What follows belongs to an exercise in optimizing a design on an open flow for small area; a production flow would make more cautious choices. The RTL of this run was laid out without a check of its function. No activity file was given, so power comes from the tool's default toggle rates.

$ cat flow/run.sh
#!/bin/bash
# synth_recipe.tcl (not shown) runs the flow's synth.tcl, then flattens the netlist and writes it again
# the make line also repeats each setting of config.mk as NAME=value (left out here)
make -C /OpenROAD-flow-scripts/flow DESIGN_CONFIG=/design/flow/config.mk WORK_HOME=/design/flow/orfs CLKGATE_MAP_FILE= SYNTH_SCRIPT=/design/flow/synth_recipe.tcl finish
$ cat flow/design.v
module MovingAverage #(
  parameter G_AVERAGE_LENGTH_LOG = 10   
)(
  input wire Clk,                       
  input wire Reset,                     
  input wire signed [15:0] InputA,      
  input wire signed [15:0] InputB,      
  input wire [15:0] Control0,           
  input wire [15:0] Control1,           
  output wire signed [15:0] OutputA,    
  output wire signed [15:0] OutputB     
);
  reg signed [15:0] p_moving_average [0:2**G_AVERAGE_LENGTH_LOG-1];   
  reg signed [16+G_AVERAGE_LENGTH_LOG-1:0] r_acc;                     
  reg r_data_valid;                                                   
  reg signed [15:0] temp_reg;                                         
  integer j;
  always @ (posedge Clk) begin
    if (Reset == 1'b1) begin                                          
      for (j=0; j<2**G_AVERAGE_LENGTH_LOG; j=j+1) begin
        p_moving_average[j] <= 16'd0;                                 
      end   
      for (j=0; j<16+G_AVERAGE_LENGTH_LOG; j=j+1) begin
        r_acc[j]<= 1'b0;                                              
      end
      temp_reg <= 16'd0;                                              
    end else begin
      p_moving_average[0] <= InputA;                                  
      for (j=1; j<2**G_AVERAGE_LENGTH_LOG; j=j+1) begin
        p_moving_average[j] <= p_moving_average[j-1];
      end
      r_acc <= r_acc + InputA - p_moving_average[2**G_AVERAGE_LENGTH_LOG-1];         
      temp_reg <= r_acc[16+G_AVERAGE_LENGTH_LOG-1:G_AVERAGE_LENGTH_LOG];             
    end
  end
  assign OutputA = temp_reg;
  assign OutputB = 16'sd0;   
endmodule
module MovingMedian (
  input wire Clk,                            
  input wire Reset,                          
  input wire signed [15:0] Input,            
  output wire signed [15:0] Output           
);
  reg signed [15:0] moving_window [0:4];
  reg signed [15:0] staged_sort [0:29];
  reg signed [15:0] median;
  always @(posedge Clk) begin
    integer i;
    if (Reset==1'b1)
      for (i=0; i<5; i=i+1) begin
        moving_window[i] <= 0;                         
      end
    else
    begin
      moving_window[0] <= Input;                       
      for (i=1; i<5; i=i+1) begin
        moving_window[i] <= moving_window[i-1];
      end
    end
  end
  always @(posedge Clk) begin
    integer i,j;
    if (Reset==1'b1) begin
      for (i=0; i<30; i=i+1) begin
          staged_sort[i] <= 0;                         
      end
      median <= 16'd0;
    end else begin
      for (j=0;j<5; j=j+1) begin
        staged_sort[j] <= moving_window[j];
      end
      if (staged_sort[0]>staged_sort[1]) begin
        staged_sort[5] <= staged_sort[1];
        staged_sort[6] <= staged_sort[0];
      end else begin
        staged_sort[5] <= staged_sort[0];
        staged_sort[6] <= staged_sort[1];
      end
      if (staged_sort[2]>staged_sort[3]) begin
        staged_sort[7] <= staged_sort[3];
        staged_sort[8] <= staged_sort[2];
      end else begin
        staged_sort[7] <= staged_sort[2];
        staged_sort[8] <= staged_sort[3];
      end
      staged_sort[9]<=staged_sort[4];  
      staged_sort[10]<= staged_sort[5];
      if (staged_sort[6]>staged_sort[7]) begin
        staged_sort[11] <= staged_sort[7];
        staged_sort[12] <= staged_sort[6];
      end else begin
        staged_sort[11] <= staged_sort[6];
        staged_sort[12] <= staged_sort[7];
      end
      if (staged_sort[8]>staged_sort[9]) begin
        staged_sort[13] <= staged_sort[9];
        staged_sort[14] <= staged_sort[8];
      end else begin
        staged_sort[13] <= staged_sort[8];
        staged_sort[14] <= staged_sort[9];
      end
      if (staged_sort[10]>staged_sort[11]) begin
        staged_sort[15] <= staged_sort[11];
        staged_sort[16] <= staged_sort[10];
      end else begin
        staged_sort[15] <= staged_sort[10];
        staged_sort[16] <= staged_sort[11];
      end
      if (staged_sort[12]>staged_sort[13]) begin
        staged_sort[17] <= staged_sort[13];
        staged_sort[18] <= staged_sort[12];
      end else begin
        staged_sort[17] <= staged_sort[12];
        staged_sort[18] <= staged_sort[13];
      end
      staged_sort[19] <= staged_sort[14];
      staged_sort[20] <= staged_sort[20];
      if (staged_sort[16]>staged_sort[17]) begin
        staged_sort[21] <= staged_sort[17];
        staged_sort[22] <= staged_sort[16];
      end else begin
        staged_sort[21] <= staged_sort[16];
        staged_sort[22] <= staged_sort[17];
      end
      if (staged_sort[18]>staged_sort[19]) begin
        staged_sort[23] <= staged_sort[19];
        staged_sort[24] <= staged_sort[18];
      end else begin
        staged_sort[23] <= staged_sort[18];
        staged_sort[24] <= staged_sort[19];
      end
      if (staged_sort[20]>staged_sort[21]) begin
        staged_sort[25] <= staged_sort[21];
        staged_sort[26] <= staged_sort[20];
      end else begin
        staged_sort[25] <= staged_sort[20];
        staged_sort[26] <= staged_sort[21];
      end
      if (staged_sort[22]>staged_sort[23]) begin
        staged_sort[27] <= staged_sort[23];
        staged_sort[28] <= staged_sort[22];
      end else begin
        staged_sort[27] <= staged_sort[22];
        staged_sort[28] <= staged_sort[23];
      end
      staged_sort[29] <= staged_sort[24];
      median <=staged_sort[27];
    end
  end
  assign Output = median;
endmodule
module avg_median (
    input wire Clk,
    input wire Reset,
    input wire signed [15:0] InputA,
    output wire signed [15:0] OutputA,
    output wire signed [15:0] OutputB
);
  MovingAverage #(.G_AVERAGE_LENGTH_LOG(8)) M1(Clk, Reset, InputA, 16'sd0, 16'd0, 16'd0, OutputA, );
  MovingMedian M2(Clk, Reset, InputA, OutputB);
endmodule
$ cat flow/constraint.sdc
create_clock -name core_clock -period 8.0 [get_ports {Clk}]
set_input_delay 1.6000 -clock core_clock [delete_from_list [all_inputs] [get_ports {Clk}]]
set_output_delay 1.6000 -clock core_clock [all_outputs]
set_load 0.01 [all_outputs]
$ cat flow/config.mk
export PLATFORM = sky130hd
export DESIGN_NAME = avg_median
export DESIGN_NICKNAME = avg_median
export VERILOG_FILES = /design/flow/design.v
export SDC_FILE = /design/flow/constraint.sdc
export NUM_CORES = 4
export LEC_CHECK = 0
export CAP_MARGIN = 20
export CORE_MARGIN = 2
export CORE_UTILIZATION = 45
export SLEW_MARGIN = 20
==> flow_summary_export.csv <==
group,metric,value,unit
status,status,"no timing/DRC/antenna violations",
placement,gp_congestion,0.799,
placement,dp_hpwl,95.5,mm
yosys,yosys-top-cells-area,"dfxtp_1 71%, nor2b_1 20%, mux2i_1 1.8%",
placement,port_buffers,49,
yosys,syn_nets,10547,
worst_setup_path,critPathLaunchType,"input port",
routing,post_drt_via_cell_ratio,4.24,
clock_tree,postCtsSetupRepairBufs,0,
final_layout,largest_register_ffs,3984,
worst_setup_path,worst-setup-path-type,"input port to flip-flop",
clock_tree,clk_path_buf_depth,4,
clock_tree,htree_levels,5,
sta,tightest_slew,1.08,ns
worst_setup_path,r2r_slack,4.33,ns
floorplan,start_util,45.2,%
worst_setup_path,rr_worst_depth,10,
worst_setup_path,crit_required,8.78,ns
yosys,ys.warnings.count,5,
routing,dr.first_iter.drc_count,2677,
worst_setup_path,endpoint_kind,"flip-flop",
sta,slew_headroom,27.9,%
sta,whs,0.380,ns
yosys,netlist_area,125000,um^2
routing,wl_per_cell,12.4,um
yosys,yosysMostFrequentCell,"dfxtp_1",
global_routing,track_usage,12.7,%
sta,min_period,4.62,ns
yosys,netlist-cell-type-count,51,
yosys,synth_edf_count,0,
sta,finalSetupViolations,0,
final_layout,drive_gt1_share,7.26,%
hold_path,min_path_cells,1,
sta,final_max_slew_viol_count,0,
floorplan,rows,193,
floorplan,coreArea,276000,um^2
global_routing,grt_pass1_wl,307,mm
sta,rsz0062_at_grt,"no",
sta,period_share,57.7,%
routing,via_count,61129,
worst_setup_path,worstPathArrival,5.40,ns
yosys,synthArstFlopShare,0,%
power,power,44.9,mW
power,powerDensity,312,nW/um^2
floorplan,die-height,531,um
floorplan,ios,50,
routing,drtPass1Iterations,6,
worst_setup_path,r2r_start,"M1.p_moving_average[255][1]",
clock_tree,cts_hold_buf,0,
final_layout,reg_top3,"M1.p_moving_average: 3984 flops, M2.staged_sort: 352 flops, M1.r_acc: 24 flops",
clock_tree,clock_latency,0.94,ns
hold_path,min_to,"M1.p_moving_average[87][12]",
clock_tree,cts_tree,"built",
yosys,synth.avg_cell_area,12.1,um^2
worst_setup_path,r2r-end,"M1.r_acc[23]",
sta,skew,0.0831,ns
hold_path,min_path_type,"flip-flop to flip-flop",
floorplan,dieArea,282000,um^2
clock_tree,cts_resized,0,
global_routing,grt_pass1_vias,61844,
yosys,yosysTopAreaCellShare,70.5,%
sta,finalSetupTns,0,ns
final_layout,fin_nets,10572,
final_layout,nFillCells,23820,
yosys,synth_top_cell_by_area,"dfxtp_1",
global_routing,antenna_found_initial,1,
final_layout,largest_register,"M1.p_moving_average",
worst_setup_path,crit_path_max_fanout,5,
clock_tree,tritoncts.num_buffers,430,
clock_tree,clk_pin_slew,0.06,ns
routing,ant_nets,0,
flow_run,cap_violations,0,
routing,drcViolationCount,0,
routing,drt_wl_total,179,mm
power,p_leak,57.7,nW
global_routing,overflow,0,
sta,hold_viol_final,0,
global_routing,grt_max_degree,233,
clock_tree,root_buffer,"clkbuf_16",
sta,max_freq,0.216,GHz
yosys,synth_seq_area_share,70.5,%
floorplan,die_w,531,um
yosys,synth-main-ff-cell,"dfxtp_1",
power,vdd_ir_drop_max,207,uV
yosys,synth-seq-cells,4408,
clock_tree,cts_sinks,4408,
final_layout,syn_to_final_growth,15.2,%
yosys,netlist_instances,10337,
yosys,ys_top_cells_by_count,"4408 x dfxtp_1, 4066 x nor2b_1, 485 x clkbuf_1, 321 x inv_1, 225 x mux2i_1",
hold_path,hold_path.startpoint,"M1.p_moving_average[86][12]",
[through the flow]
step	util, %	cells	setup slack, ns	area, um^2
3_5_place_dp	46.6	13635	2.49	129000
5_1_grt	52.1	14432	3.24	144000
2_1_floorplan	-	10337	3.63	125000
4_1_cts	52.1	14431	3.48	144000
6_report	52.1	14433	3.38	144000
3_3_place_gp	46.6	13635	2.40	129000
[cell type report]
cell class / instances / area, um^2 / area share, %
Clock buffer: 613 / 12500 / 8.70
Clock inverter: 183 / 2680 / 1.86
Antenna cell: 2 / 5.00 / 0.00347
Sequential cell: 4408 / 88200 / 61.2
Timing Repair Buffer: 97 / 1080 / 0.753
Tap cell: 3705 / 4640 / 3.22
Inverter: 321 / 1200 / 0.836
Multi-Input combinational cell: 5104 / 33700 / 23.4
[cells in the final DEF, fill, tap and decap left out, types with 12 or more instances in the layout]
master and n:
clkinv_2 90, clkbuf_1 79, mux2i_1 225, clkbuf_8 99, clkinvlp_4 14, clkdlybuf4s50_1 48, and4_1 12, bufinv_16 53
ha_1 169, nand4_1 20, clkbuf_16 435, buf_4 30, dfxtp_1 4408, xnor2_1 16, o21ai_0 29, fa_1 23
o211ai_1 16, buf_12 17, a21oi_1 64, nand3_1 16, a21o_1 16, inv_1 321, nand2b_1 98, nor2b_1 4066
nand2_1 24, nor2_1 203
[worst max-delay path by stage]
stage / start / endpoint / slack (ns) / depth (start not counted)
final: InputA[1] / M1.r_acc[23] / 3.38 / 12
after global routing: InputA[1] / M1.r_acc[20] / 3.24 / 12
after CTS: InputA[1] / M1.r_acc[23] / 3.48 / 12
after detailed placement: InputA[1] / M1.r_acc[23] / 2.49 / 12
after global placement: InputA[1] / M1.r_acc[23] / 2.40 / 12
after floorplan: InputA[1] / M1.r_acc[20] / 3.63 / 11
[routing by layer]
layer,part of all wire (%),track usage (%)
met1,52,18.2
met2,42,19.1
met3,4.0,2.78
met4,2.4,3.95
met5,0,0
[critical path, cell delays in order]
cell and delay (ns):
clkdlybuf4s50_1 0.45, inv_1 0.07, fa_1 0.54, inv_1 0.07, ha_1 0.32, a211oi_1 0.27, nor2_1 0.14, o41ai_2 0.53
a41oi_1 0.44, a2111oi_0 0.56, nor2_1 0.12, mux2_2 0.29
[kinds of logic after synthesis]
logic type | Yosys count | share of synthesized area, %
buffers and inverters | 825 | 2.52
xor gates and xnor gates | 23 | 0.161
muxes | 226 | 1.81
adders and majority gates | 192 | 2.06
AOI/OAI and AO/OA | 182 | 0.939
and+or+nand+nor | 4481 | 22.0
DFF | 4408 | 70.5
[power breakdown]
| group | internal [mW] | switching, mW |
|---|---|---|
| Clock | 12.7 | 8.28 |
| Combinational | 0.687 | 1.19 |
| Sequential | 22.1 | 0.0497 |
| Total | 35.4 | 9.52 |

what the ideal ports hide:
The flow's constraints put no driver on any port. The routed layout listed below was extracted and timed again, unchanged, in two steps. Step 1 assumes that a clkbuf_16 drives the clock port and a buf_2 every other input. Step 2, shift: input delay + t, output delay - t, t = (earliest + latest rising clock arrival at the registers) / 2. This alone moves slack from input paths to output paths. Slacks: no drivers / after step 1 / after step 2; pairs: no drivers / after step 1.
t (ns): 0.994
slack for setup (ns): 3.380 / 3.427 / 2.433
hold slack, ns: 0.380 / 0.380 / 0.380
slew at the worst register clock pin (ns): 0.07 / 0.07
pins driven straight from the clock port: 1
After both steps setup and hold are still met in this run. For this run, drivers alone change the setup slack by +0.047 ns; drivers and shift together by -0.947 ns.
